What follows belongs to an exercise in optimizing a design on an open flow for small area; a production flow would make more cautious choices.
RTL that was checked went through simulation tests only; none was proved equivalent to the original.
For run 1, only the layout was checked, not whether the RTL still works.
In runs 3 to 5 the design's own scripts or RTL, not TritonCTS, make the clock network.
The flow treats the clock pin as an ideal source. Dropping or thinning the clock tree relies on that and would not hold on a real chip.
Power is estimated from default activity; no workload was simulated.

### flow/design.v
`timescale 1ns/10ps
module mm_medtop (
    clock,
    reset,
    x,
    dvi,
    med,
    dvo
);
input clock;
input reset;
input [7:0] x;
input dvi;
output [7:0] med;
output dvo;
reg [7:0] s0, s1, s2, s3, s4;
reg [3:0] n;       
reg [3:0] bc;      
function lt8;
    input [7:0] a;
    input [7:0] b;
    integer i;
    reg r;
    begin
        r = 1'b0;
        for (i = 0; i < 8; i = i + 1)
            r = (~a[i] & b[i]) | (~a[i] & r) | (b[i] & r);
        lt8 = r;
    end
endfunction
wire busy = (bc != 4'd0) && (bc != 4'd5) && (bc != 4'd15);
wire last = (n == 4'd9);
wire acc = dvi && !busy;
wire lt0 = lt8(x, s0) || (n <= 4'd1);
wire lt1 = lt8(x, s1) || (n <= 4'd2);
wire lt2 = lt8(x, s2) || (n <= 4'd3);
wire lt3 = lt8(x, s3) || (n <= 4'd4);
wire lt4 = lt8(x, s4) || (n <= 4'd5);
assign med = s4;
assign dvo = (bc == 4'd15);
always @(posedge clock) begin
    if (acc) begin
        if (lt0) s0 <= x;
        if (lt1) s1 <= lt0 ? s0 : x;
        if (lt2) s2 <= lt1 ? s1 : x;
        if (lt3) s3 <= lt2 ? s2 : x;
        if (lt4 && n != 4'd1) s4 <= lt3 ? s3 : x;
    end
end
always @(posedge clock) begin
    if (reset) begin
        n <= 4'd1;
        bc <= 4'd0;
    end
    else begin
        if (bc != 4'd0)
            bc <= bc + 4'd1;
        if (acc) begin
            if (last) begin
                n <= 4'd1;
                bc <= 4'd5;
            end
            else
                n <= n + 4'd1;
        end
    end
end
endmodule
### flow/flow/run.sh
#!/bin/bash
# Own layout flow: the standard synthesis, then an area-oriented re-mapping of
# its combinational cells (registers kept exactly as the standard synthesis
# made them), then the standard ORFS layout steps.
set -uo pipefail
W=$(pwd)
F=$W/flow
R=$W/orfs/results/$FLOW_PLATFORM/mm_medtop/base
LIB=$FLOW_HOME/platforms/$FLOW_PLATFORM/lib/sky130_fd_sc_hd__tt_025C_1v80.lib

bash standard.sh synth > $W/synth_standard.log 2>&1 || { echo "standard synthesis failed"; exit 1; }
cp $R/1_2_yosys.v $W/std_synth.v

# registers of a netlist: "type name" per line, sorted
regs() {
  grep -oE '^\s*sky130_fd_sc_hd__(s?e?df|dl|sdl)[a-z0-9_]*\s+\S+' "$1" | awk '{print $1, $2}' | sort
}
regs $W/std_synth.v > $W/regs_std.txt

DU=$(grep -oE -- '-dont_use [^ ]+' $W/orfs/logs/$FLOW_PLATFORM/mm_medtop/base/1_2_yosys.log | awk '{print $2}' | sort -u | tr '\n' ' ')
best=""
bestarea=""
for s in $F/area*.abc; do
  n=$(basename $s .abc)
  REMAP_IN=$W/std_synth.v REMAP_OUT=$W/remap_$n.v REMAP_LIB=$LIB REMAP_ABC=$s \
    REMAP_TOP=$FLOW_TOP REMAP_DONTUSE="$DU" \
    yosys -c $F/remap.tcl > $W/remap_$n.log 2>&1 || continue
  regs $W/remap_$n.v > $W/regs_$n.txt
  if ! cmp -s $W/regs_std.txt $W/regs_$n.txt; then echo "$n: registers differ, not used"; continue; fi
  a=$(grep "Chip area" $W/remap_$n.v.stat | awk '{print $NF}')
  echo "$n: area $a"
  if [[ -z "$bestarea" ]] || awk "BEGIN{exit !($a < $bestarea)}"; then best=$n; bestarea=$a; fi
done
std=$(grep "Chip area" $W/orfs/reports/$FLOW_PLATFORM/mm_medtop/base/synth_stat.txt | awk '{print $NF}')
echo "standard synthesis area $std; best re-mapping: ${best:-none} $bestarea"
if [[ -n "$best" ]] && awk "BEGIN{exit !($bestarea < $std)}"; then
  cp $W/remap_$best.v $R/1_2_yosys.v
  touch $R/1_2_yosys.v
fi

bash standard.sh "$@" finish > $W/layout.log 2>&1 || { echo "layout failed"; tail -20 $W/layout.log; exit 1; }
### flow/flow/area1.abc
strash
dch
map -a
### flow/flow/area2.abc
strash
&get -n
&dch
&nf -R 1000
&put
### flow/flow/area3.abc
strash
dch
amap
### flow/flow/remap.tcl
# Re-maps the combinational cells of a synthesized netlist for area, keeping
# every register instance (name, cell type, connections) as it is.
# env: REMAP_IN, REMAP_OUT, REMAP_LIB, REMAP_ABC, REMAP_TOP, REMAP_DONTUSE
yosys -import
set lib $::env(REMAP_LIB)
set top $::env(REMAP_TOP)
read_liberty -ignore_miss_func $lib
read_verilog $::env(REMAP_IN)
hierarchy -top $top
# register and latch cells stay as they are
set f [open $::env(REMAP_IN)]
set types [lsort -unique [regexp -all -inline {sky130_fd_sc_hd__[a-z0-9_]+} [read $f]]]
close $f
set keep {}
foreach t $types {
  if { [regexp {__(s?e?df|dl|sdl)} $t] } {
    lappend keep $t
    setattr -mod -set keep_hierarchy 1 $t
  }
}
puts "REMAP keeping register cells: $keep"
flatten
yosys rename -hide $top/w:*.*
opt_clean -purge
set du {}
foreach c $::env(REMAP_DONTUSE) { lappend du -dont_use $c }
abc -liberty $lib {*}$du -script $::env(REMAP_ABC) -D 5000
opt_clean -purge
hilomap -singleton -hicell sky130_fd_sc_hd__conb_1 HI -locell sky130_fd_sc_hd__conb_1 LO
splitnets
opt_clean -purge
select $top
tee -o $::env(REMAP_OUT).stat stat -liberty $lib
write_verilog -noattr -nohex -nodec -selected $::env(REMAP_OUT)
### flow/standard.sh
#!/bin/bash
# synth_recipe.tcl (not shown) runs the flow's synth.tcl, then flattens the netlist and writes it again
# the make line also repeats each setting of config.mk as NAME=value (left out here)
make -C /OpenROAD-flow-scripts/flow DESIGN_CONFIG=/design/flow/config.mk WORK_HOME=/design/flow/orfs CLKGATE_MAP_FILE= SYNTH_SCRIPT=/design/flow/synth_recipe.tcl "${@:-finish}"
### flow/config.mk
export PLATFORM = sky130hd
export DESIGN_NAME = mm_medtop
export DESIGN_NICKNAME = mm_medtop
export VERILOG_FILES = /design/flow/design.v
export SDC_FILE = /design/flow/constraint.sdc
export NUM_CORES = 4
export LEC_CHECK = 0
export CAP_MARGIN = 20
export CORE_MARGIN = 2
export CORE_UTILIZATION = 40
export SLEW_MARGIN = 20
### flow/constraint.sdc
create_clock -name core_clock -period 5.0 [get_ports {clock}]
set_input_delay 1.0000 -clock core_clock [delete_from_list [all_inputs] [get_ports {clock}]]
set_output_delay 1.0000 -clock core_clock [all_outputs]
set_load 0.01 [all_outputs]
==> results of run 1 <==
==> state kept, by name, indices dropped and copies added, names as in the netlist <==
name and cells:
n 4, s1 8, s4 8, s3 8, s0 8, bc 4, s2 8
==> worst register-to-register path, delay by kind of cell, from the launching register on <==
family	cells	cell delay (ns)
AOI/OAI and AO/OA	5	0.93
and+or+nand+nor	1	0.50
DFF	1	0.38
adders and majority gates	1	0.18
buffers and inverters	1	0.12
==> layout make-up <==
| cell class | instances | area [µm²] | area share |
|---|---|---|---|
| Clock inverter | 3 | 42.5 | 0.0156 |
| Multi-Input combinational cell | 162 | 881 | 0.323 |
| Tap cell | 72 | 90.1 | 0.0331 |
| Sequential cell | 48 | 1360 | 0.500 |
| Clock buffer | 5 | 68.8 | 0.0253 |
| Timing Repair Buffer | 22 | 210 | 0.0771 |
| Inverter | 19 | 71.3 | 0.0262 |
==> metal layers <==
metal / global-route usage / share of wire / vias to the layer above
met5: 0 / 0 / -
met4: 0.0559 / 0.016 / 0
met3: 0.0337 / 0.044 / 6
met2: 0.216 / 0.42 / 36
met1: 0.217 / 0.51 / 847
li1: - / - / 913
==> metrics by stage <==
step                hold WS [ns]  std cells  total power (W)
finish                     0.524        331          0.00141
global placement           0.517        322          0.00113
CTS                        0.527        330          0.00142
detailed placement         0.512        322          0.00114
floorplan                  0.474        229          0.00100
global route               0.559        331          0.00151
==> path summary, 6_finish.rpt <==
check,from,depth (start not counted),to
setup reg to reg,s1[1]$_DFFE_PP_,8,s1[2]$_DFFE_PP_
hold / removal,n[3]$_SDFFE_PP0P_,1,n[3]$_SDFFE_PP0P_
hold reg to reg,n[3]$_SDFFE_PP0P_,1,n[3]$_SDFFE_PP0P_
setup / recovery,x[0],10,s1[2]$_DFFE_PP_
==> power groups by stage <==
stage	clock network, W	registers [W]	logic [W]
final	0.000278	0.000719	0.000409
after global placement	0	0.000725	0.000404
after CTS	0.000287	0.000717	0.000412
after floorplan	0	0.000715	0.000286
after global routing	0.000299	0.000737	0.000474
after detailed placement	0	0.000726	0.000410
==> cell usage in the layout (no fill, tap or decap), drive strengths merged, types with 3 or more instances in the layout <==
cell           instances
a22o                   3
clkbuf                 5
edfxtp                40
nor2b                  3
o22ai                 12
nand2                 36
maj3                   3
nor3                   3
a22oi                  6
o21ai                 33
nor2                  16
dfxtp                  8
a21oi                 17
a221oi                 3
o221ai                 3
clkinv                20
clkdlybuf4s50         19
nand2b                 5
buf                    3
==> metrics.sh, run 1 <==
TIMING.MAX_CAP.VIOLATIONS=0
OUTCOME='timing/DRC/antenna clean'
POST_ROUTE_DRC=0
DIE_HEIGHT_UM=80.1
TIMING.CLOCK.SKEW_NS=0.00642
POST-ROUTE-UTIL=0.492
POSTSYNTHAREAPERCELL_UM2=10.1
OVERFLOW=0
CP_NUM_BUF_INV=3
TIMING.FINAL.HOLD_VIOLATIONS=0
NUMCTSBUFFERS=5
FILLERINSTANCES=538
SETUP_TOTAL_NEGATIVE_SLACK_NS=0
BUFFER_CELL_DRIVING_THE_CLOCK_TREE_ROOT='sky130_fd_sc_hd__clkbuf_8'
FLOORPLAN.DIE_AREA_UM2=6410
TIMING.CRITICAL_PATH.SLOWEST_CELL_DELAY_NS=0.50
SYNTH.CELL_AREA_UM2=2310
NETLIST_INSTANCES=229
GPL.FINAL_WEIGHTED_CONGESTION=0.779
INTPOWER_W=0.000959
PLACEMENT_ROWS=27
CP_DATA_REQUIRED_TIME_NS=4.94
NET-SWITCHING-POWER_W=0.000447
SEQPWRFRAC=0.511
CRIT_FAMILY='compound AO/OA/AOI/OAI gates'
END_KIND='flip-flop'
DIE-WIDTH_UM=80.1
GRT_MAX_DEGREE=16
WORSTPATHMAXFANOUT=15
FINAL_CELL_AREA_UM2=2730
CTS_HTREE_LEVELS=2
SWITCHING_SHARE=0.318
DP_HPWL_UM=3250
FINAL_NET_COUNT=269
P_PER_AREA_nW_PER_UM2=516
AREA_GROWTH_SYN_TO_LAYOUT_PCT=17.8
ROUTED_WL_UM=4380
FINALMAXSLEWVIOLATIONS=0
DR_TOTAL_VIAS=1802
SLEW_HEADROOM=0.391
STATIC-LEAKAGE-POWER_nW=0.938
CPMAXSTAGEDELAYCELL='sky130_fd_sc_hd__clkdlybuf4s50_1'
CRITPATHKIND='input pin to flip-flop'
FLOORPLAN.CORE_AREA_UM2=5540
FLOORPLAN.INITIALDENSITY=0.418
INITIAL_ANTENNA_VIOLATION_COUNT=0
SYNTH_FP_NETS=240
DRIVE_GT1_FRAC=0.0425
DRTITER0DRC=83
POST-ROUTE-MIN-PERIOD_NS=3.53
SYNTH.YOSYS.WARNINGS=1
R2R_SETUP_SLACK_NS=2.52
CTS_TREE='done'
FINAL.SETUP.WORST_SLACK_NS=1.47
IOS=20
HP-CLASS='flip-flop to flip-flop'
CLOCK_PATH_BUFFERS=2
POWER.IR.VDD_WORST_V=0.000216
FMAX_MHz=283
CLOCK_INSERTION_DELAY_WORST_SKEW_NS=0.30
POSTROUTEANTENNANETS=0
GRT_PASS1_VIAS=1579
TIGHTEST_SLEW_NS=0.903
GLOBAL_ROUTE.USAGE.TOTAL=0.149
FIRST_PASS_ITERS=4
DPL-INSTANCE-AREA_UM2=2610
CLOCK_SINK_COUNT=48
VIAS_PER_CELL=5.44
CRIT_CHAIN='clkdlybuf4s50_1 -> clkinv_1 -> a22oi_1 -> o2bb2ai_1 -> maj3_1 -> o21ai_0 -> a21oi_1 -> o32a_1 -> clkinv_1 -> nor2_1'
ANTENNA_DIODE_INSTANCE_COUNT=0
CTS_REPAIR_RESIZE_COUNT=0
PLACEMENT.SETUP.WORST_SLACK_NS=1.01
SETUP_VIOL_COUNT_FINAL=0
CLOCKPOWERSHARE=0.198
RELATIVE_CONTRIBUTION_OF_COMBINATIONAL_CELLS_TO_TOTAL_POWER=0.291
WORST_SETUP_PATH_START_KIND='input pin'
HOLD_FIX_BUFFERS_CTS=0
GRT_FIRST_PASS_WIRELENGTH_UM=7250
CLK_TRANSITION_REPORTED_PATHS_NS=0.08
AVGROUTEDWIREPERCELL_UM=13.2
SETUP_REPAIR_AFTER_GLOBAL_ROUTING_MISSED_ITS_MARGIN='no'
FIN_CRIT_SH=0.706
PLACE.PORT_BUFFERS=19
CRIT_PATH_DAT_NS=3.47
CRITICAL-PATH-TOP-CELL-BY-COUNT='sky130_fd_sc_hd__clkinv_1'
POSTCTSSETUPREPAIRBUFS=0
==> inputs of run 2 (changes only) <==
--- a/flow/design.v
+++ b/flow/design.v
@@ -38,14 +38,16 @@
 wire lt4 = lt8(x, s4) || (n <= 4'd5);
 assign med = s4;
 assign dvo = (bc == 4'd15);
+wire [4:0] ltv = {lt4 && (n != 4'd1), lt3, lt2, lt1, lt0} & {5{acc}};
+wire [4:0] sh = {ltv[3] & ltv[4], ltv[2], ltv[1], ltv[0], 1'b0};
+wire [4:0] in = ltv & ~sh;
+wire [4:0] kp = ~ltv;
 always @(posedge clock) begin
-    if (acc) begin
-        if (lt0) s0 <= x;
-        if (lt1) s1 <= lt0 ? s0 : x;
-        if (lt2) s2 <= lt1 ? s1 : x;
-        if (lt3) s3 <= lt2 ? s2 : x;
-        if (lt4 && n != 4'd1) s4 <= lt3 ? s3 : x;
-    end
+    s0 <= ({8{in[0]}} & x) | ({8{kp[0]}} & s0);
+    s1 <= ({8{sh[1]}} & s0) | ({8{in[1]}} & x) | ({8{kp[1]}} & s1);
+    s2 <= ({8{sh[2]}} & s1) | ({8{in[2]}} & x) | ({8{kp[2]}} & s2);
+    s3 <= ({8{sh[3]}} & s2) | ({8{in[3]}} & x) | ({8{kp[3]}} & s3);
+    s4 <= ({8{sh[4]}} & s3) | ({8{in[4]}} & x) | ({8{kp[4]}} & s4);
 end
 always @(posedge clock) begin
     if (reset) begin
==> flow/flow/run.sh (replaced) <==
#!/bin/bash
# Own layout flow: the standard synthesis, then an area-oriented re-mapping of
# its combinational cells (registers kept exactly as the standard synthesis
# made them, checked by name and cell type, and the re-mapped netlist proved
# equivalent to the standard one), then the standard ORFS layout steps with
# smaller port buffers and a clock tree without dummy loads.
set -uo pipefail
W=$(pwd)
F=$W/flow
P=$FLOW_PLATFORM
R=$W/orfs/results/$P/mm_medtop/base
LIB=$FLOW_HOME/platforms/$P/lib/sky130_fd_sc_hd__tt_025C_1v80.lib

bash standard.sh synth > $W/synth_standard.log 2>&1 || { echo "standard synthesis failed"; exit 1; }
cp $R/1_2_yosys.v $W/std_synth.v

# registers of a netlist: "type name" per line, sorted
regs() {
  grep -oE '^\s*sky130_fd_sc_hd__(s?e?df|dl|sdl)[a-z0-9_]*\s+\S+' "$1" | awk '{print $1, $2}' | sort
}
regs $W/std_synth.v > $W/regs_std.txt

DU=$(grep -oE -- '-dont_use [^ ]+' $W/orfs/logs/$P/mm_medtop/base/1_2_yosys.log | awk '{print $2}' | sort -u | tr '\n' ' ')
remap() {
  local n=$1 s=$2
  REMAP_IN=$W/std_synth.v REMAP_OUT=$W/remap_$n.v REMAP_LIB=$LIB REMAP_ABC=$s \
    REMAP_TOP=$FLOW_TOP REMAP_DONTUSE="$DU" \
    timeout 600 yosys -c $F/remap.tcl > $W/remap_$n.log 2>&1 || return 1
  regs $W/remap_$n.v > $W/regs_$n.txt
  cmp -s $W/regs_std.txt $W/regs_$n.txt || { echo "registers differ" >> $W/remap_$n.log; return 1; }
  EQ_GOLD=$W/std_synth.v EQ_GATE=$W/remap_$n.v EQ_LIB=$LIB EQ_TOP=$FLOW_TOP \
    timeout 600 yosys -c $F/equiv.tcl > $W/equiv_$n.log 2>&1 || return 1
  touch $W/remap_$n.ok
}
for s in $F/s*.abc; do
  remap $(basename $s .abc) $s &
done
wait
best=""
bestarea=$(grep "Chip area" $W/orfs/reports/$P/mm_medtop/base/synth_stat.txt | awk '{print $NF}')
echo "standard synthesis: area $bestarea"
for s in $F/s*.abc; do
  n=$(basename $s .abc)
  [[ -f $W/remap_$n.ok ]] || { echo "$n: not usable"; continue; }
  a=$(grep "Chip area" $W/remap_$n.v.stat | awk '{print $NF}')
  echo "$n: area $a"
  if awk "BEGIN{exit !($a < $bestarea)}"; then best=$n; bestarea=$a; fi
done
if [[ -n "$best" ]]; then
  echo "using re-mapping $best"
  cp $W/remap_$best.v $R/1_2_yosys.v
  touch $R/1_2_yosys.v
fi

bash standard.sh \
  "BUFFER_PORTS_ARGS=-buffer_cell sky130_fd_sc_hd__buf_1" \
  "CTS_ARGS=-sink_clustering_enable -repair_clock_nets -dont_use_dummy_load" \
  finish > $W/layout.log 2>&1 || { echo "layout failed"; tail -20 $W/layout.log; exit 1; }
==> flow/flow/equiv.tcl (new file) <==
# Proves that two netlists of the same top module are equivalent, registers
# paired by instance name. env: EQ_GOLD, EQ_GATE, EQ_LIB, EQ_TOP
yosys -import
set top $::env(EQ_TOP)
read_liberty -ignore_miss_func $::env(EQ_LIB)
read_verilog $::env(EQ_GOLD)
yosys rename $top gold
read_verilog $::env(EQ_GATE)
yosys rename $top gate
hierarchy -check
flatten gold gate
opt_clean
async2sync
equiv_make gold gate equiv
hierarchy -top equiv
equiv_simple -seq 1
equiv_induct -seq 1
equiv_status -assert
--- a/flow/flow/remap.tcl
+++ b/flow/flow/remap.tcl
@@ -30,5 +30,6 @@
 splitnets
 opt_clean -purge
 select $top
+select -assert-none $top/t:$*
 tee -o $::env(REMAP_OUT).stat stat -liberty $lib
 write_verilog -noattr -nohex -nodec -selected $::env(REMAP_OUT)
==> flow/flow/s1.abc (new file) <==
strash
dch -f
map -a
mfs2
strash
dch -f
map -a
==> flow/flow/s2.abc (new file) <==
strash
&get -n
&deepsyn -T 20
&put
&get -n
&dch
&nf -R 1000 -p
&put
==> flow/flow/s3.abc (new file) <==
strash
&get -n
&deepsyn -T 20
&put
dch
map -a
==> flow/flow/s4.abc (new file) <==
strash
&get -n
&deepsyn -T 20
&put
dch -f
map -a
topo
dnsize
removed: flow/flow/area1.abc
removed: flow/flow/area2.abc
removed: flow/flow/area3.abc
==> run 2 against run 1 <==
Net effect:
- still clean
- hold slack worse by 0.052 ns
- total power shrank 15%
- synthesized cell count unchanged
- first-iteration DRC count increased by 83%
- cell count down 2.4%
- clock-buffer cell count unchanged
- wire length grew 13%
- sequential cell count unchanged
- cell area shrank 12%
- clock power decreased by 25%
- sequential share of layout area shrank 6.3 points
- sequential power shrank 12%
- critical path type unchanged
- critical endpoint is now s1[5]$_DFF_P_
- largest cell class unchanged
==> metrics.sh, run 2 <==
OUTCOME='timing/DRC/antenna clean'
AREA_GROWTH_SYN_TO_LAYOUT_PCT=10.7
CLOCK_PATH_BUFFERS=2
DR_WL_MET2_UM=1950
TIMING.MAX_CAP.VIOLATIONS=0
OVERFLOW=0
CRIT_CHAIN='buf_1 -> clkinv_1 -> maj3_1 -> maj3_1 -> a21oi_1 -> o2bb2ai_1 -> o21ai_0 -> a21oi_1 -> a221oi_1 -> nor2b_1 -> and2_0 -> a222oi_1 -> clkinv_1'
FMAX_MHz=258
GPL.FINAL_WEIGHTED_CONGESTION=0.774
TIMING.FINAL.HOLD_VIOLATIONS=0
FINAL_NET_COUNT=266
CPMAXSTAGEDELAYCELL='sky130_fd_sc_hd__maj3_1'
NET-SWITCHING-POWER_W=0.000425
DR.MAX_LAYER_USED='met4'
DP_HPWL_UM=3640
SYNTH.CELL_AREA_UM2=2160
POSTCTSSETUPREPAIRBUFS=0
POSTSYNTHAREAPERCELL_UM2=9.41
SETUP_VIOL_COUNT_FINAL=0
GRT_FIRST_PASS_WIRELENGTH_UM=8650
CRIT_FAMILY='compound AO/OA/AOI/OAI gates'
CLK_TRANSITION_REPORTED_PATHS_NS=0.08
VIAS_PER_CELL=5.86
CLOCKPOWERSHARE=0.174
SETUP_TOTAL_NEGATIVE_SLACK_NS=0
GRT_MAX_DEGREE=17
HP-CLASS='flip-flop to flip-flop'
DRTITER0DRC=152
CRIT_PATH_DAT_NS=4.04
SLEW_HEADROOM=0.546
TIGHTEST_SLEW_NS=0.678
NETLIST_INSTANCES=229
CLOCK_INSERTION_DELAY_WORST_SKEW_NS=0.31
SYNTH.YOSYS.WARNINGS=1
INTPOWER_W=0.000774
FLOORPLAN.CORE_AREA_UM2=5140
P_PER_AREA_nW_PER_UM2=503
FINALMAXSLEWVIOLATIONS=0
POST-ROUTE-MIN-PERIOD_NS=3.87
FINISH.CELL_COUNT_WITHOUT_FILLERS=323
NUMCTSBUFFERS=5
ROUTED_WL_UM=4950
FIRST_PASS_ITERS=5
POST-ROUTE-UTIL=0.464
DR_TOTAL_VIAS=1893
DIE_HEIGHT_UM=77.4
IOS=20
CTS_TREE='done'
SETUP_REPAIR_AFTER_GLOBAL_ROUTING_MISSED_ITS_MARGIN='no'
DIE-WIDTH_UM=77.4
MET3_LENGTH_UM=188
POWER.IR.VDD_WORST_V=0.000235
AVGROUTEDWIREPERCELL_UM=15.3
FLOORPLAN.INITIALDENSITY=0.419
SYNTH_FP_NETS=240
GRT_PASS1_VIAS=1835
END_KIND='flip-flop'
POST_ROUTE_DRC=0
MINIMUM_HOLD_SLACK_NS=0.472
FIN_CRIT_SH=0.775
DPL.CELL_COUNT=318
FLOORPLAN.DIE_AREA_UM2=5990
STATIC-LEAKAGE-POWER_nW=0.807
LAYOUT_COMMONEST_CELL='sky130_fd_sc_hd__clkinv_1'
PLACE.PORT_BUFFERS=19
TIMING.CRITICAL_PATH.SLOWEST_CELL_DELAY_NS=0.43
POSTROUTEANTENNANETS=0
WORST_SETUP_PATH_START_KIND='input pin'
DETAIL_ROUTE.WIRELENGTH.MET1_UM=2740
DRIVE_GT1_FRAC=0.0237
SWITCHING_SHARE=0.355
TIMING.CLOCK.SKEW_NS=0.0207
SEQPWRFRAC=0.530
BUFFER_CELL_DRIVING_THE_CLOCK_TREE_ROOT='sky130_fd_sc_hd__clkbuf_8'
WORSTPATHMAXFANOUT=9
CP_DATA_REQUIRED_TIME_NS=5.17
CTS_REPAIR_RESIZE_COUNT=0
LAYOUT_COMMON_CELLS='44 x sky130_fd_sc_hd__clkinv_1, 40 x sky130_fd_sc_hd__dfxtp_1, 24 x sky130_fd_sc_hd__a222oi_1, 19 x sky130_fd_sc_hd__buf_1'
CP_NUM_BUF_INV=3
RELATIVE_CONTRIBUTION_OF_COMBINATIONAL_CELLS_TO_TOTAL_POWER=0.296
PLACEMENT_ROWS=26
CTS_HTREE_LEVELS=2
GLOBAL_ROUTE.USAGE.TOTAL=0.178
CLOCK_SINK_COUNT=48
ANTENNA_DIODE_INSTANCE_COUNT=0
INITIAL_ANTENNA_VIOLATION_COUNT=0
CRITPATHKIND='input pin to flip-flop'
HOLD_FIX_BUFFERS_CTS=0
[run 2: final timing paths]
path                            slack, ns           from  depth (start not counted)            end
worst min register to register       0.47  s2[7]$_DFF_P_                          2  s3[7]$_DFF_P_
worst min-delay path                 0.47  s2[7]$_DFF_P_                          2  s3[7]$_DFF_P_
worst max register to register       1.93  s1[0]$_DFF_P_                         12  s1[5]$_DFF_P_
worst max-delay path                 1.13           x[1]                         13  s1[5]$_DFF_P_
[run 2: stage by stage]
| stage | power [W] | setup slack, ns | instance area [µm²] |
|---|---|---|---|
| floorplan | 0.000887 | 1.50 | 2160 |
| global placement | 0.000993 | 0.912 | 2310 |
| detailed placement | 0.000995 | 0.784 | 2320 |
| CTS | 0.00121 | 1.09 | 2390 |
| global route | 0.00129 | 0.746 | 2390 |
| finish | 0.00120 | 1.13 | 2390 |
[run 2: metal layers]
| metal | up-vias | track usage |
|---|---|---|
| met5 | - | 0 |
| met2 | 42 | 0.249 |
| met3 | 6 | 0.0407 |
| li1 | 950 | - |
| met4 | 0 | 0.0589 |
| met1 | 895 | 0.270 |
[run 2: power groups by stage]
stage	logic, W	clock network [W]	registers, W
after detailed placement	0.000354	0	0.000640
after global placement	0.000351	0	0.000642
after floorplan	0.000257	0	0.000631
after global routing	0.000404	0.000230	0.000657
after CTS	0.000358	0.000214	0.000634
final	0.000355	0.000208	0.000636
[run 2: layout make-up]
class                   instances  area, µm²
clock buffers                   5       68.8
multi-input cells             137        952
repair buffers                 19       71.3
inverters                      44        165
fillers                       531       2750
well taps                      70       87.6
flip-flops and latches         48       1040
[run 2: worst reg2reg max path, cell delays in order (launching register included)]
cell and delay [ns]:
sky130_fd_sc_hd__dfxtp_1 0.34, sky130_fd_sc_hd__nor2b_1 0.14, sky130_fd_sc_hd__maj3_1 0.36, sky130_fd_sc_hd__maj3_1 0.36, sky130_fd_sc_hd__a21oi_1 0.12, sky130_fd_sc_hd__o2bb2ai_1 0.08
sky130_fd_sc_hd__o21ai_0 0.07, sky130_fd_sc_hd__a21oi_1 0.08, sky130_fd_sc_hd__a221oi_1 0.32, sky130_fd_sc_hd__nor2b_1 0.22, sky130_fd_sc_hd__and2_0 0.34, sky130_fd_sc_hd__a222oi_1 0.40
sky130_fd_sc_hd__clkinv_1 0.10
==> inputs of run 3 (changes only) <==
--- a/flow/flow/run.sh
+++ b/flow/flow/run.sh
@@ -3,7 +3,8 @@
 # its combinational cells (registers kept exactly as the standard synthesis
 # made them, checked by name and cell type, and the re-mapped netlist proved
 # equivalent to the standard one), then the standard ORFS layout steps with
-# smaller port buffers and a clock tree without dummy loads.
+# smaller port buffers, and one level of clock buffers (cts.tcl) in place of
+# ORFS's clock tree.
 set -uo pipefail
 W=$(pwd)
 F=$W/flow
@@ -52,7 +53,28 @@
   touch $R/1_2_yosys.v
 fi
 
-bash standard.sh \
-  "BUFFER_PORTS_ARGS=-buffer_cell sky130_fd_sc_hd__buf_1" \
-  "CTS_ARGS=-sink_clustering_enable -repair_clock_nets -dont_use_dummy_load" \
-  finish > $W/layout.log 2>&1 || { echo "layout failed"; tail -20 $W/layout.log; exit 1; }
+PORTS="BUFFER_PORTS_ARGS=-buffer_cell sky130_fd_sc_hd__buf_1"
+bash standard.sh "$PORTS" place > $W/place.log 2>&1 || { echo "placement failed"; tail -20 $W/place.log; exit 1; }
+
+CLK=$(grep -oE 'create_clock .*get_ports \{?[A-Za-z0-9_]+' $FLOW_SDC | grep -oE '[A-Za-z0-9_]+$')
+done_cts=""
+for cfg in "4 clkbuf_4" "3 clkbuf_8" "2 clkbuf_16" "4 clkbuf_8" "4 clkbuf_16"; do
+  set -- $cfg
+  o=$W/cts_$1_$2
+  RES=$R LIBS=$LIB PLATFORM_DIR=$FLOW_HOME/platforms/$P CTS_K=$1 CTS_BUF=sky130_fd_sc_hd__$2 \
+    CLOCK_PORT=$CLK CTS_OUT=$o openroad -no_init -exit $F/cts.tcl > $o.log 2>&1 || continue
+  sl=$(grep "largest register clock-pin slew" $o.log | awk '{print $NF}')
+  echo "clock buffers $1 x $2: estimated slew $sl"
+  if [[ -n "$sl" ]] && awk "BEGIN{exit !($sl < 0.115)}"; then
+    cp $o.odb $R/4_1_cts.odb
+    cp $o.sdc $R/4_cts.sdc
+    done_cts=1
+    break
+  fi
+done
+if [[ -z "$done_cts" ]]; then
+  echo "own clock buffering not used: standard CTS"
+  export CTS_ARGS="-sink_clustering_enable -repair_clock_nets -dont_use_dummy_load"
+fi
+
+bash standard.sh "$PORTS" finish > $W/finish.log 2>&1 || { echo "layout failed"; tail -20 $W/finish.log; exit 1; }
==> flow/flow/cts.tcl (new file) <==
# Clock buffering in place of ORFS's CTS step: the registers are split into
# CTS_K groups by position (k-means), and each group gets one clock buffer of
# type CTS_BUF at its centre, driven by the clock port. Every register is then
# one buffer from the clock port, so clock arrival is balanced across them.
# env: RES (results folder), LIBS, PLATFORM_DIR, CTS_K, CTS_BUF, CLOCK_PORT,
# CTS_OUT (where to write the .odb and .sdc)
foreach l $::env(LIBS) { read_liberty $l }
read_db $::env(RES)/3_place.odb
read_sdc $::env(RES)/3_place.sdc
source $::env(PLATFORM_DIR)/setRC.tcl
set K $::env(CTS_K)
set block [ord::get_db_block]
set master [[ord::get_db] findMaster $::env(CTS_BUF)]
set clknet [$block findNet $::env(CLOCK_PORT)]
set its {}
foreach it [$clknet getITerms] {
  set b [[$it getInst] getBBox]
  lappend its [list $it [expr {([$b xMin] + [$b xMax]) / 2.0}] [expr {([$b yMin] + [$b yMax]) / 2.0}]]
}
set its [lsort -real -index 1 $its]
set n [llength $its]
for {set k 0} {$k < $K} {incr k} {
  set e [lindex $its [expr {int(($k + 0.5) * $n / $K)}]]
  set cx($k) [lindex $e 1]
  set cy($k) [lindex $e 2]
}
for {set iter 0} {$iter < 100} {incr iter} {
  for {set k 0} {$k < $K} {incr k} { set sx($k) 0; set sy($k) 0; set cnt($k) 0 }
  set asg {}
  foreach e $its {
    set best 0
    set bd 1e18
    for {set k 0} {$k < $K} {incr k} {
      set d [expr {abs([lindex $e 1] - $cx($k)) + abs([lindex $e 2] - $cy($k))}]
      if {$d < $bd} { set bd $d; set best $k }
    }
    lappend asg $best
    set sx($best) [expr {$sx($best) + [lindex $e 1]}]
    set sy($best) [expr {$sy($best) + [lindex $e 2]}]
    incr cnt($best)
  }
  for {set k 0} {$k < $K} {incr k} {
    if {$cnt($k) > 0} {
      set cx($k) [expr {$sx($k) / $cnt($k)}]
      set cy($k) [expr {$sy($k) / $cnt($k)}]
    }
  }
}
for {set k 0} {$k < $K} {incr k} {
  set net($k) [odb::dbNet_create $block clknet_$k]
  $net($k) setSigType CLOCK
  set inst [odb::dbInst_create $block $master clkbuf_$k]
  [$inst findITerm A] connect $clknet
  [$inst findITerm X] connect $net($k)
  $inst setLocation [expr {int($cx($k))}] [expr {int($cy($k))}]
  $inst setPlacementStatus PLACED
  puts "clock buffer clkbuf_$k: $cnt($k) registers"
}
foreach e $its a $asg {
  set it [lindex $e 0]
  $it disconnect
  $it connect $net($a)
}
detailed_placement
check_placement -verbose
set_propagated_clock [all_clocks]
estimate_parasitics -placement
report_clock_skew
report_worst_slack -min
report_worst_slack -max
set w 0
for {set k 0} {$k < $K} {incr k} {
  foreach p [get_pins -of_objects [get_nets clknet_$k]] {
    if {[get_property $p direction] != "input"} continue
    foreach prop {slew_max_rise slew_max_fall} {
      set v [get_property $p $prop]
      if {$v > $w} { set w $v }
    }
  }
}
puts "largest register clock-pin slew (placement estimate): $w"
write_db $::env(CTS_OUT).odb
write_sdc -no_timestamp $::env(CTS_OUT).sdc
--- a/flow/config.mk
+++ b/flow/config.mk
@@ -7,5 +7,5 @@
 export LEC_CHECK = 0
 export CAP_MARGIN = 20
 export CORE_MARGIN = 2
-export CORE_UTILIZATION = 40
+export CORE_UTILIZATION = 60
 export SLEW_MARGIN = 20
==> run 3 against run 2 <==
Net effect:
- first-iteration DRC count rose by 130%
- cell count fell by 8.0%
- highest routed layer unchanged
- total power fell by 3.4%
- combinational power rose by 3%
- core utilization rose by 22 points
- maximum frequency fell by 5.5%
- hold slack improved by 0.014 ns
- critical path depth did not move
==> metrics.sh, run 3 <==
OUTCOME='timing/DRC/antenna clean'
TIMING.FINAL.HOLD_VIOLATIONS=0
CLOCKPOWERSHARE=0.130
DRTITER0DRC=352
POWER.IR.VDD_WORST_V=0.000336
DPL.CELL_COUNT=294
POSTSYNTHAREAPERCELL_UM2=9.41
DIE-WIDTH_UM=63.9
P_PER_AREA_nW_PER_UM2=498
TIMING.CLOCK.SKEW_NS=0.0113
CLOCK_INSERTION_DELAY_WORST_SKEW_NS=0.16
DR.MAX_LAYER_USED='met4'
NETLIST_INSTANCES=229
LAYOUT_COMMON_CELLS='44 x sky130_fd_sc_hd__clkinv_1, 40 x sky130_fd_sc_hd__dfxtp_1, 24 x sky130_fd_sc_hd__a222oi_1, 19 x sky130_fd_sc_hd__buf_1'
SYNTH.CELL_AREA_UM2=2160
AVGROUTEDWIREPERCELL_UM=17.5
DP_HPWL_UM=3790
DR_TOTAL_VIAS=2059
GPL.FINAL_WEIGHTED_CONGESTION=0.861
FIN_CRIT_SH=0.820
NET-SWITCHING-POWER_W=0.000420
INITIAL_ANTENNA_VIOLATION_COUNT=0
DIE_HEIGHT_UM=63.9
GRT_PASS1_VIAS=1824
CLK_TRANSITION_REPORTED_PATHS_NS=0.10
FLOORPLAN.INITIALDENSITY=0.636
FLOORPLAN.CORE_AREA_UM2=3390
DETAIL_ROUTE.WIRELENGTH.MET1_UM=2200
FINISH.CELL_COUNT_WITHOUT_FILLERS=297
GRT_MAX_DEGREE=18
POST_ROUTE_DRC=0
SYNTH_FP_NETS=240
FILLERINSTANCES=255
OVERFLOW=0
SEQPWRFRAC=0.556
ROUTED_WL_UM=5210
SLEW_HEADROOM=0.563
FIRST_PASS_ITERS=7
MET3_LENGTH_UM=521
HP-CLASS='flip-flop to flip-flop'
SWITCHING_SHARE=0.362
IOS=20
LAYOUT_COMMONEST_CELL='sky130_fd_sc_hd__clkinv_1'
SETUP_REPAIR_AFTER_GLOBAL_ROUTING_MISSED_ITS_MARGIN='no'
GLOBAL_ROUTE.USAGE.TOTAL=0.247
FMAX_MHz=244
END_KIND='flip-flop'
DRIVE_GT1_FRAC=0.0159
ANTENNA_DIODE_INSTANCE_COUNT=0
POST-ROUTE-MIN-PERIOD_NS=4.10
WORST_SETUP_PATH_START_KIND='input pin'
TIGHTEST_SLEW_NS=0.653
WORSTPATHMAXFANOUT=9
FINAL_NET_COUNT=264
INTPOWER_W=0.000739
SETUP_TOTAL_NEGATIVE_SLACK_NS=0
VIAS_PER_CELL=6.93
TIMING.MAX_CAP.VIOLATIONS=0
CRIT_PATH_DAT_NS=4.15
SYNTH.YOSYS.WARNINGS=1
POSTROUTEANTENNANETS=0
RELATIVE_CONTRIBUTION_OF_COMBINATIONAL_CELLS_TO_TOTAL_POWER=0.314
PLACEMENT_ROWS=21
STATIC-LEAKAGE-POWER_nW=0.793
CRITPATHKIND='input pin to flip-flop'
FINALMAXSLEWVIOLATIONS=0
PLACE.PORT_BUFFERS=19
GRT_FIRST_PASS_WIRELENGTH_UM=8410
FLOORPLAN.DIE_AREA_UM2=4090
DR_WL_MET2_UM=2430
SETUP_VIOL_COUNT_FINAL=0
CP_DATA_REQUIRED_TIME_NS=5.05
AREA_GROWTH_SYN_TO_LAYOUT_PCT=8.01
[run 3: power groups by stage]
stage	Combinational (W)	Sequential [W]	Clock, W
2_1_floorplan	0.000257	0.000631	0
3_3_place_gp	0.000344	0.000638	0
3_5_place_dp	0.000357	0.000644	0
5_1_grt	0.000405	0.000658	0.000164
6_report	0.000364	0.000644	0.000150
[run 3: final timing paths]
kind	startpoint	to	slack, ns	depth (start not counted)
min	s4[0]$_DFF_P_	s4[0]$_DFF_P_	0.49	2
min reg2reg	s4[0]$_DFF_P_	s4[0]$_DFF_P_	0.49	2
max reg2reg	s1[0]$_DFF_P_	s1[6]$_DFF_P_	1.91	12
max	x[1]	s1[6]$_DFF_P_	0.90	13
[run 3: worst max-delay path, stage by stage]
cell and delay [ns]:
sky130_fd_sc_hd__buf_1 0.25, sky130_fd_sc_hd__clkinv_1 0.32, sky130_fd_sc_hd__maj3_1 0.43, sky130_fd_sc_hd__maj3_1 0.36, sky130_fd_sc_hd__a21oi_1 0.13, sky130_fd_sc_hd__o2bb2ai_1 0.08
sky130_fd_sc_hd__o21ai_0 0.08, sky130_fd_sc_hd__a21oi_1 0.09, sky130_fd_sc_hd__a221oi_1 0.33, sky130_fd_sc_hd__nor2b_1 0.24, sky130_fd_sc_hd__and2_0 0.34, sky130_fd_sc_hd__a222oi_1 0.40
sky130_fd_sc_hd__clkinv_1 0.10
[run 3: final cells by class]
class / instances / area (µm²) / area share
Tap cell: 46 / 57.6 / 0.0247
Timing Repair Buffer: 19 / 71.3 / 0.0306
Buffer: 3 / 41.3 / 0.0177
Sequential cell: 48 / 1040 / 0.447
Inverter: 44 / 165 / 0.0709
Multi-Input combinational cell: 137 / 952 / 0.409
[run 3: layer usage]
layer,GRT usage,vias up
li1,-,940
met1,0.364,976
met2,0.402,136
met3,0.0211,7
met4,0.0380,0
met5,0,-
[run 3: stage by stage]
step,instance area (µm²),util,total power [W],worst slack [ns],hold slack [ns]
3_5_place_dp,2280,0.674,0.00100,0.801,0.469
3_3_place_gp,2280,0.674,0.000981,0.976,0.459
5_1_grt,2330,0.687,0.00123,0.577,0.519
6_report,2330,0.687,0.00116,0.898,0.485
2_1_floorplan,2160,-,0.000887,1.50,0.444
==> inputs of run 4 (changes only) <==
==> flow/design.v (replaced) <==
`timescale 1ns/10ps
module mm_medtop (
    clock,
    reset,
    x,
    dvi,
    med,
    dvo
);
input clock;
input reset;
input [7:0] x;
input dvi;
output [7:0] med;
output dvo;
reg [7:0] n0;
wire [7:0] s0 = ~n0;
reg [7:0] n1;
wire [7:0] s1 = ~n1;
reg [7:0] s2;
reg [7:0] n3;
wire [7:0] s3 = ~n3;
reg [7:0] s4;
reg [4:0] c;
reg t;
function lt8;
    input [7:0] a;
    input [7:0] b;
    integer i;
    reg r;
    begin
        r = 1'b0;
        for (i = 0; i < 8; i = i + 1)
            r = (~a[i] & b[i]) | (~a[i] & r) | (b[i] & r);
        lt8 = r;
    end
endfunction
wire busy = c[4];
wire bfirst = busy && (c[3:0] == 4'd0);
wire blast = busy && c[3] && c[1];
wire acc = dvi && (!busy || bfirst || blast);
wire lt0 = lt8(x, s0) || (busy ? !t : (c[3:0] == 4'd0));
wire lt1 = lt8(x, s1) || busy || (c[3:0] <= 4'd1);
wire lt2 = lt8(x, s2) || (c[3:0] <= 4'd2);
wire lt3 = lt8(x, s3) || (c[3:0] <= 4'd3);
wire lt4 = lt8(x, s4) || (c[3:0] <= 4'd4);
wire [4:0] ltv = {lt4 && !bfirst, lt3, lt2, lt1, lt0} & {5{acc}};
wire [4:0] sh = {ltv[3] & ltv[4], ltv[2], ltv[1], ltv[0], 1'b0};
wire [4:0] in = ltv & ~sh;
wire [4:0] kp = ~ltv;
assign med = s4;
assign dvo = blast;
always @(posedge clock) begin
    n0 <= ~(({8{in[0]}} & x) | ({8{kp[0]}} & s0));
    n1 <= ~(({8{sh[1]}} & s0) | ({8{in[1]}} & x) | ({8{kp[1]}} & s1));
    s2 <= ({8{sh[2]}} & s1) | ({8{in[2]}} & x) | ({8{kp[2]}} & s2);
    n3 <= ~(({8{sh[3]}} & s2) | ({8{in[3]}} & x) | ({8{kp[3]}} & s3));
    s4 <= ({8{sh[4]}} & s3) | ({8{in[4]}} & x) | ({8{kp[4]}} & s4);
end
always @(posedge clock) begin
    if (bfirst)
        t <= dvi;
    else if (!busy)
        t <= 1'b0;
end
always @(posedge clock) begin
    if (reset)
        c <= 5'd0;
    else if (blast)
        c <= {3'b000, t & dvi, t ^ dvi};
    else if (busy)
        c <= c + 5'd1;
    else if (dvi)
        c <= (c[3:0] == 4'd8) ? 5'b10000 : c + 5'd1;
end
endmodule
==> flow/flow/s1.abc (replaced) <==
strash
&get -n
&deepsyn -T 20
&put
&get -n
&dch
&nf -R 1000 -p
&put
==> flow/flow/s2.abc (replaced) <==
strash
&get -n
&deepsyn -T 20
&put
&get -n
&dch -f
&nf -R 1000 -p -a
&put
==> flow/flow/s3.abc (replaced) <==
strash
&get -n
&deepsyn -T 20
&put
&get -n
&dch
&nf -R 1000 -p -C 32 -F 8 -A 8
&put
==> flow/flow/s4.abc (replaced) <==
strash
&get -n
&deepsyn -T 20
&put
dch
map -a
==> run 4 against run 3 <==
Net effect:
- still clean on timing, DRC and antenna
- first-iteration DRC count up 10%
- total power down 26%
- global-route usage up 2.7 points
- die area down 4.9%
- largest cell class unchanged
- largest power group unchanged
- highest routed layer unchanged
==> metrics.sh, run 4 <==
MINIMUM_HOLD_SLACK_NS=0.478
R2R_SETUP_SLACK_NS=2.28
GRT_PASS1_VIAS=1874
CRIT_FAMILY='compound AO/OA/AOI/OAI gates'
TIMING.CRITICAL_PATH.SLOWEST_CELL_DELAY_NS=0.40
DIE-WIDTH_UM=62.4
GRT_FIRST_PASS_WIRELENGTH_UM=8860
HP-CLASS='flip-flop to flip-flop'
STATIC-LEAKAGE-POWER_nW=0.740
CP_NUM_BUF_INV=2
GPL.FINAL_WEIGHTED_CONGESTION=0.910
POSTROUTEANTENNANETS=0
FILLERINSTANCES=309
INITIAL_ANTENNA_VIOLATION_COUNT=0
OVERFLOW=0
POST_ROUTE_DRC=0
AVGROUTEDWIREPERCELL_UM=18.4
LAYOUT_COMMON_CELLS='37 x sky130_fd_sc_hd__dfxtp_1, 27 x sky130_fd_sc_hd__o22ai_1, 24 x sky130_fd_sc_hd__a21oi_1, 19 x sky130_fd_sc_hd__clkinv_1, 19 x sky130_fd_sc_hd__buf_1'
FMAX_MHz=290
TIMING.RR.START='c[1]$_SDFFE_PP0P_'
WORSTPATHMAXFANOUT=11
FIRST_PASS_ITERS=5
MULTI_INPUT_COMB_AREA_UM2=961
WORST_SETUP_PATH_START_KIND='input pin'
DRTITER0DRC=388
DRIVE_GT1_FRAC=0.0124
CRITICAL-PATH-TOP-CELL-BY-COUNT='sky130_fd_sc_hd__a21oi_1'
TIMING.MAX_CAP.VIOLATIONS=0
CP_NUM_CELLS=9
DP_HPWL_UM=3860
ANTENNA_DIODE_INSTANCE_COUNT=0
IOS=20
SYNTH.YOSYS.WARNINGS=1
VIAS_PER_CELL=6.99
NETLIST_INSTANCES=219
OUTCOME='timing/DRC/antenna clean'
ROUTED_WL_UM=5270
CPMAXSTAGEDELAYCELL='sky130_fd_sc_hd__clkinv_1'
GLOBAL_ROUTE.USAGE.TOTAL=0.273
WORST_R2R_PATH_DEPTH=6
FLOORPLAN.INITIALDENSITY=0.617
PLACE.PORT_BUFFERS=19
FLOORPLAN.DIE_AREA_UM2=3890
TIMING.FINAL.HOLD_VIOLATIONS=0
PLACEMENT_ROWS=21
CRIT_CHAIN='buf_1 -> a22oi_1 -> a21oi_1 -> a21oi_1 -> o21ai_0 -> o221ai_1 -> a221o_1 -> nand2_1 -> clkinv_1'
POST-ROUTE-MIN-PERIOD_NS=3.44
CLK_TRANSITION_REPORTED_PATHS_NS=0.09
DIE_HEIGHT_UM=62.4
TIMING.CLOCK.SKEW_NS=0.0208
WORST_SETUP_PATH_STARTPOINT='x[1]'
SYNTH_FP_NETS=230
FINAL_NET_COUNT=254
POWER.IR.VDD_WORST_V=0.000271
SETUP_VIOL_COUNT_FINAL=0
LAYOUT_COMMONEST_CELL='sky130_fd_sc_hd__dfxtp_1'
WORSTREG2REGEND='n3[7]$_DFF_P_'
FIN_CRIT_SH=0.689
SLEW_HEADROOM=0.603
TIGHTEST_SLEW_NS=0.593
CLOCK_INSERTION_DELAY_WORST_SKEW_NS=0.16
DR_TOTAL_VIAS=2007
CRITPATHKIND='input pin to flip-flop'
GRT_MAX_DEGREE=19
FLOORPLAN.CORE_AREA_UM2=3310
CRIT_PATH_DAT_NS=3.24
END_KIND='flip-flop'
SYNTH.CELL_AREA_UM2=2040
CP_DATA_REQUIRED_TIME_NS=4.79
SETUP_TOTAL_NEGATIVE_SLACK_NS=0
POSTSYNTHAREAPERCELL_UM2=9.33
AREA_GROWTH_SYN_TO_LAYOUT_PCT=8.33
SETUP_REPAIR_AFTER_GLOBAL_ROUTING_MISSED_ITS_MARGIN='no'
P_PER_AREA_nW_PER_UM2=388
FINALMAXSLEWVIOLATIONS=0
LAYOUT.AREA.SEQ_UM2=1010
-- run 4: worst min path at each step --
stage                             start             to  cells after the start
after floorplan           n3[5]$_DFF_P_  s4[5]$_DFF_P_                      1
after global placement    n3[5]$_DFF_P_  s4[5]$_DFF_P_                      1
after detailed placement  n3[7]$_DFF_P_  s4[7]$_DFF_P_                      1
after global routing      n3[7]$_DFF_P_  s4[7]$_DFF_P_                      1
final                     n3[7]$_DFF_P_  s4[7]$_DFF_P_                      1
-- run 4: power by group --
part           leakage (nW)  total (W)  switching, W  internal [W]
combinational         0.319   0.000187      0.000103     0.0000839
sequential            0.399   0.000525     0.0000775      0.000448
clock                0.0216   0.000146     0.0000908     0.0000555
-- run 4: per-stage QoR --
stage / total power (W) / setup WS, ns / util / std cells / cell area (µm²)
detailed placement: 0.000712 / 1.50 / 0.656 / 284 / 2170
floorplan: 0.000639 / 2.37 / - / 219 / 2040
finish: 0.000859 / 1.56 / 0.669 / 287 / 2210
global route: 0.000905 / 1.46 / 0.669 / 287 / 2210
global placement: 0.000701 / 1.54 / 0.656 / 284 / 2170
-- run 4: area by class of cell --
| cell class | instances | area share |
|---|---|---|
| plain buffers | 3 | 0.0187 |
| multi-input cells | 154 | 0.434 |
| well taps | 46 | 0.0260 |
| inverters | 19 | 0.0322 |
| flip-flops and latches | 46 | 0.457 |
| repair buffers | 19 | 0.0322 |
-- run 4: metal layers --
| metal | global-route usage | wire [µm] |
|---|---|---|
| met5 | 0 | 0 |
| met2 | 0.466 | 2490 |
| met1 | 0.403 | 2350 |
| met3 | 0.0127 | 373 |
| met4 | 0.0306 | 60 |
==> inputs of run 5 (changes only) <==
--- a/flow/flow/run.sh
+++ b/flow/flow/run.sh
@@ -58,7 +58,7 @@
 
 CLK=$(grep -oE 'create_clock .*get_ports \{?[A-Za-z0-9_]+' $FLOW_SDC | grep -oE '[A-Za-z0-9_]+$')
 done_cts=""
-for cfg in "4 clkbuf_4" "3 clkbuf_8" "2 clkbuf_16" "4 clkbuf_8" "4 clkbuf_16"; do
+for cfg in "4 clkbuf_4" "3 buf_6" "3 clkbuf_8" "2 clkbuf_16" "4 clkbuf_8" "4 clkbuf_16"; do
   set -- $cfg
   o=$W/cts_$1_$2
   RES=$R LIBS=$LIB PLATFORM_DIR=$FLOW_HOME/platforms/$P CTS_K=$1 CTS_BUF=sky130_fd_sc_hd__$2 \
==> flow/flow/s5.abc (new file) <==
strash
&get -n
&deepsyn -T 20 -S 1
&put
&get -n
&dch
&nf -R 1000 -p -C 32 -F 8 -A 8
&put
==> flow/flow/s6.abc (new file) <==
strash
&get -n
&deepsyn -T 40
&put
&get -n
&dch -f
&nf -R 1000 -p -C 32 -F 8 -A 8 -a
&put
==> flow/flow/s7.abc (new file) <==
strash
dc2
&get -n
&deepsyn -T 20
&put
&get -n
&dch -r
&nf -R 1000 -p -C 32 -F 8 -A 8
&put
==> flow/flow/s8.abc (new file) <==
strash
&get -n
&deepsyn -T 20 -S 3
&put
&get -n
&dch
&nf -R 1000 -p -C 32 -F 8 -A 8
&put
==> run 5 against run 4 <==
Net effect:
- global-route usage down 2.1 points
- critical path type unchanged
- via count down 4.1%
- wire length down 5.3%
- sequential cell count unchanged
- register-to-register slack better by 0.05 ns
- cell area down 0.57%
- maximum frequency down 3.5%
==> metrics.sh, run 5 <==
POST-ROUTE-UTIL=0.665
FINALMAXSLEWVIOLATIONS=0
AVGROUTEDWIREPERCELL_UM=17.6
END_KIND='flip-flop'
P_PER_AREA_nW_PER_UM2=382
POST_ROUTE_DRC=0
SYNTH_FP_NETS=227
FIRST_PASS_ITERS=5
HP-CLASS='flip-flop to flip-flop'
STATIC-LEAKAGE-POWER_nW=0.735
POST-ROUTE-MIN-PERIOD_NS=3.57
DIE-WIDTH_UM=62.3
GRT_MAX_DEGREE=18
VIAS_PER_CELL=6.77
CRITPATHKIND='input pin to flip-flop'
DRIVE_GT1_FRAC=0.0126
SETUP_VIOL_COUNT_FINAL=0
TIMING.MAX_CAP.VIOLATIONS=0
GRT_PASS1_VIAS=1776
FINAL_CELL_AREA_UM2=2200
DPL-INSTANCE-AREA_UM2=2170
SLEW_HEADROOM=0.633
SETUP_TOTAL_NEGATIVE_SLACK_NS=0
GPL.FINAL_WEIGHTED_CONGESTION=0.895
CLK_TRANSITION_REPORTED_PATHS_NS=0.10
PLACE.PORT_BUFFERS=19
NETLIST_INSTANCES=216
LAYOUT_COMMONEST_CELL='sky130_fd_sc_hd__dfxtp_1'
FIN_CRIT_SH=0.714
CLOCK_INSERTION_DELAY_WORST_SKEW_NS=0.13
CRIT_PATH_DAT_NS=3.59
INITIAL_ANTENNA_VIOLATION_COUNT=0
DIE_HEIGHT_UM=62.3
FMAX_MHz=280
OVERFLOW=0
PLACEMENT_ROWS=21
SYNTH.CELL_AREA_UM2=2040
LAYOUT.AREA.SEQ_UM2=1010
FLOORPLAN.INITIALDENSITY=0.616
CP_DATA_REQUIRED_TIME_NS=5.03
LAYOUT_COMMON_CELLS='37 x sky130_fd_sc_hd__dfxtp_1, 27 x sky130_fd_sc_hd__o22ai_1, 24 x sky130_fd_sc_hd__a21oi_1, 19 x sky130_fd_sc_hd__clkinv_1, 19 x sky130_fd_sc_hd__buf_1'
DP_HPWL_UM=3840
POSTSYNTHAREAPERCELL_UM2=9.44
WORST_SETUP_PATH_START_KIND='input pin'
MULTI_INPUT_COMB_AREA_UM2=956
FLOORPLAN.DIE_AREA_UM2=3880
FILLERINSTANCES=291
TIMING.FINAL.HOLD_VIOLATIONS=0
ANTENNA_DIODE_INSTANCE_COUNT=0
OUTCOME='timing/DRC/antenna clean'
DRTITER0DRC=243
GRT_FIRST_PASS_WIRELENGTH_UM=8270
GLOBAL_ROUTE.USAGE.TOTAL=0.253
SETUP_REPAIR_AFTER_GLOBAL_ROUTING_MISSED_ITS_MARGIN='no'
SYNTH.YOSYS.WARNINGS=1
TIMING.CLOCK.SKEW_NS=0.0183
DR_TOTAL_VIAS=1924
AREA_GROWTH_SYN_TO_LAYOUT_PCT=7.98
POSTROUTEANTENNANETS=0
TIGHTEST_SLEW_NS=0.548
FLOORPLAN.CORE_AREA_UM2=3310
IOS=20
FINAL_NET_COUNT=251
ROUTED_WL_UM=4990
WORSTPATHMAXFANOUT=10
POWER.IR.VDD_WORST_V=0.000204
[run 5: final cells by class]
cell class / count / area share
tap: 46 / 0.0262
inverter: 19 / 0.0324
buffer: 3 / 0.0153
sequential: 46 / 0.459
timing repair buffer: 19 / 0.0324
multi-input combinational: 151 / 0.434
[run 5: report_power, final]
group          total, W  switching (W)  internal [W]
Sequential     0.000519      0.0000707      0.000448
Combinational  0.000186       0.000101     0.0000847
Clock          0.000136      0.0000879     0.0000483
Total          0.000841       0.000259      0.000581
[run 5: worst paths after layout]
kind	startpoint	endpoint	slack [ns]	cells past startpoint
hold reg to reg	n3[5]$_DFF_P_	s4[5]$_DFF_P_	0.48	1
hold / removal	n3[5]$_DFF_P_	s4[5]$_DFF_P_	0.48	1
setup / recovery	x[2]	n3[6]$_DFF_P_	1.43	10
setup reg to reg	c[3]$_SDFFE_PP0P_	s2[3]$_DFF_P_	2.33	7
[run 5: routing by layer]
metal	wire length [µm]	share of wire	vias up	global-route usage
li1	-	-	930	-
met1	2130	0.43	909	0.324
met2	2510	0.50	79	0.470
met3	288	0.058	6	0.0163
met4	65	0.013	0	0.0528
met5	0	0	-	0
[run 5: through the flow]
stage | total power (W) | hold WS (ns) | worst slack [ns] | instances
2_1_floorplan | 0.000640 | 0.437 | 2.27 | 216
3_3_place_gp | 0.000703 | 0.449 | 1.43 | 281
6_report | 0.000841 | 0.476 | 1.43 | 284
3_5_place_dp | 0.000710 | 0.462 | 1.36 | 281
5_1_grt | 0.000887 | 0.494 | 1.19 | 284
[run 5: critical path: stages]
cell                       delay [ns]
sky130_fd_sc_hd__buf_1           0.37
sky130_fd_sc_hd__clkinv_1        0.27
sky130_fd_sc_hd__a222oi_1        0.39
sky130_fd_sc_hd__a221oi_1        0.09
sky130_fd_sc_hd__a221oi_1        0.25
sky130_fd_sc_hd__a221oi_1        0.08
sky130_fd_sc_hd__o32a_1          0.38
sky130_fd_sc_hd__nand2_1         0.26
sky130_fd_sc_hd__nor2_1          0.21
sky130_fd_sc_hd__a222oi_1        0.28

-- separate check: timing with driven ports --
How much do the figures lean on ideal ports? The routed layouts below were timed once more, with nothing changed but the port constraints.
Step 1: set_driving_cell puts a clkbuf_16 on clock and a buf_2 on each other input, an assumption about the parent block.
Step 2, shift: input delay + t, output delay - t, t = (earliest + latest rising clock arrival at the registers) / 2. This alone moves slack from input paths to output paths.
Three values: ideal, step 1, step 2; two values: the first two.
run | shift t [ns] | slack for setup (ns) | hold WS [ns]
run 1 | 0.324 | 1.469 / 1.477 / 1.153 | 0.524 / 0.524 / 0.524
run 2 | 0.324 | 1.126 / 1.131 / 0.807 | 0.472 / 0.472 / 0.472
run 3 | 0.200 | 0.898 / 0.922 / 0.722 | 0.485 / 0.485 / 0.485
run 4 | 0.195 | 1.555 / 1.577 / 1.382 | 0.478 / 0.478 / 0.478
run 5 | 0.176 | 1.432 / 1.460 / 1.284 | 0.476 / 0.476 / 0.476
After both steps every run listed still meets setup and hold. For run 2, which loses most, drivers alone change the setup slack by +0.005 ns; drivers and shift together by -0.319 ns.
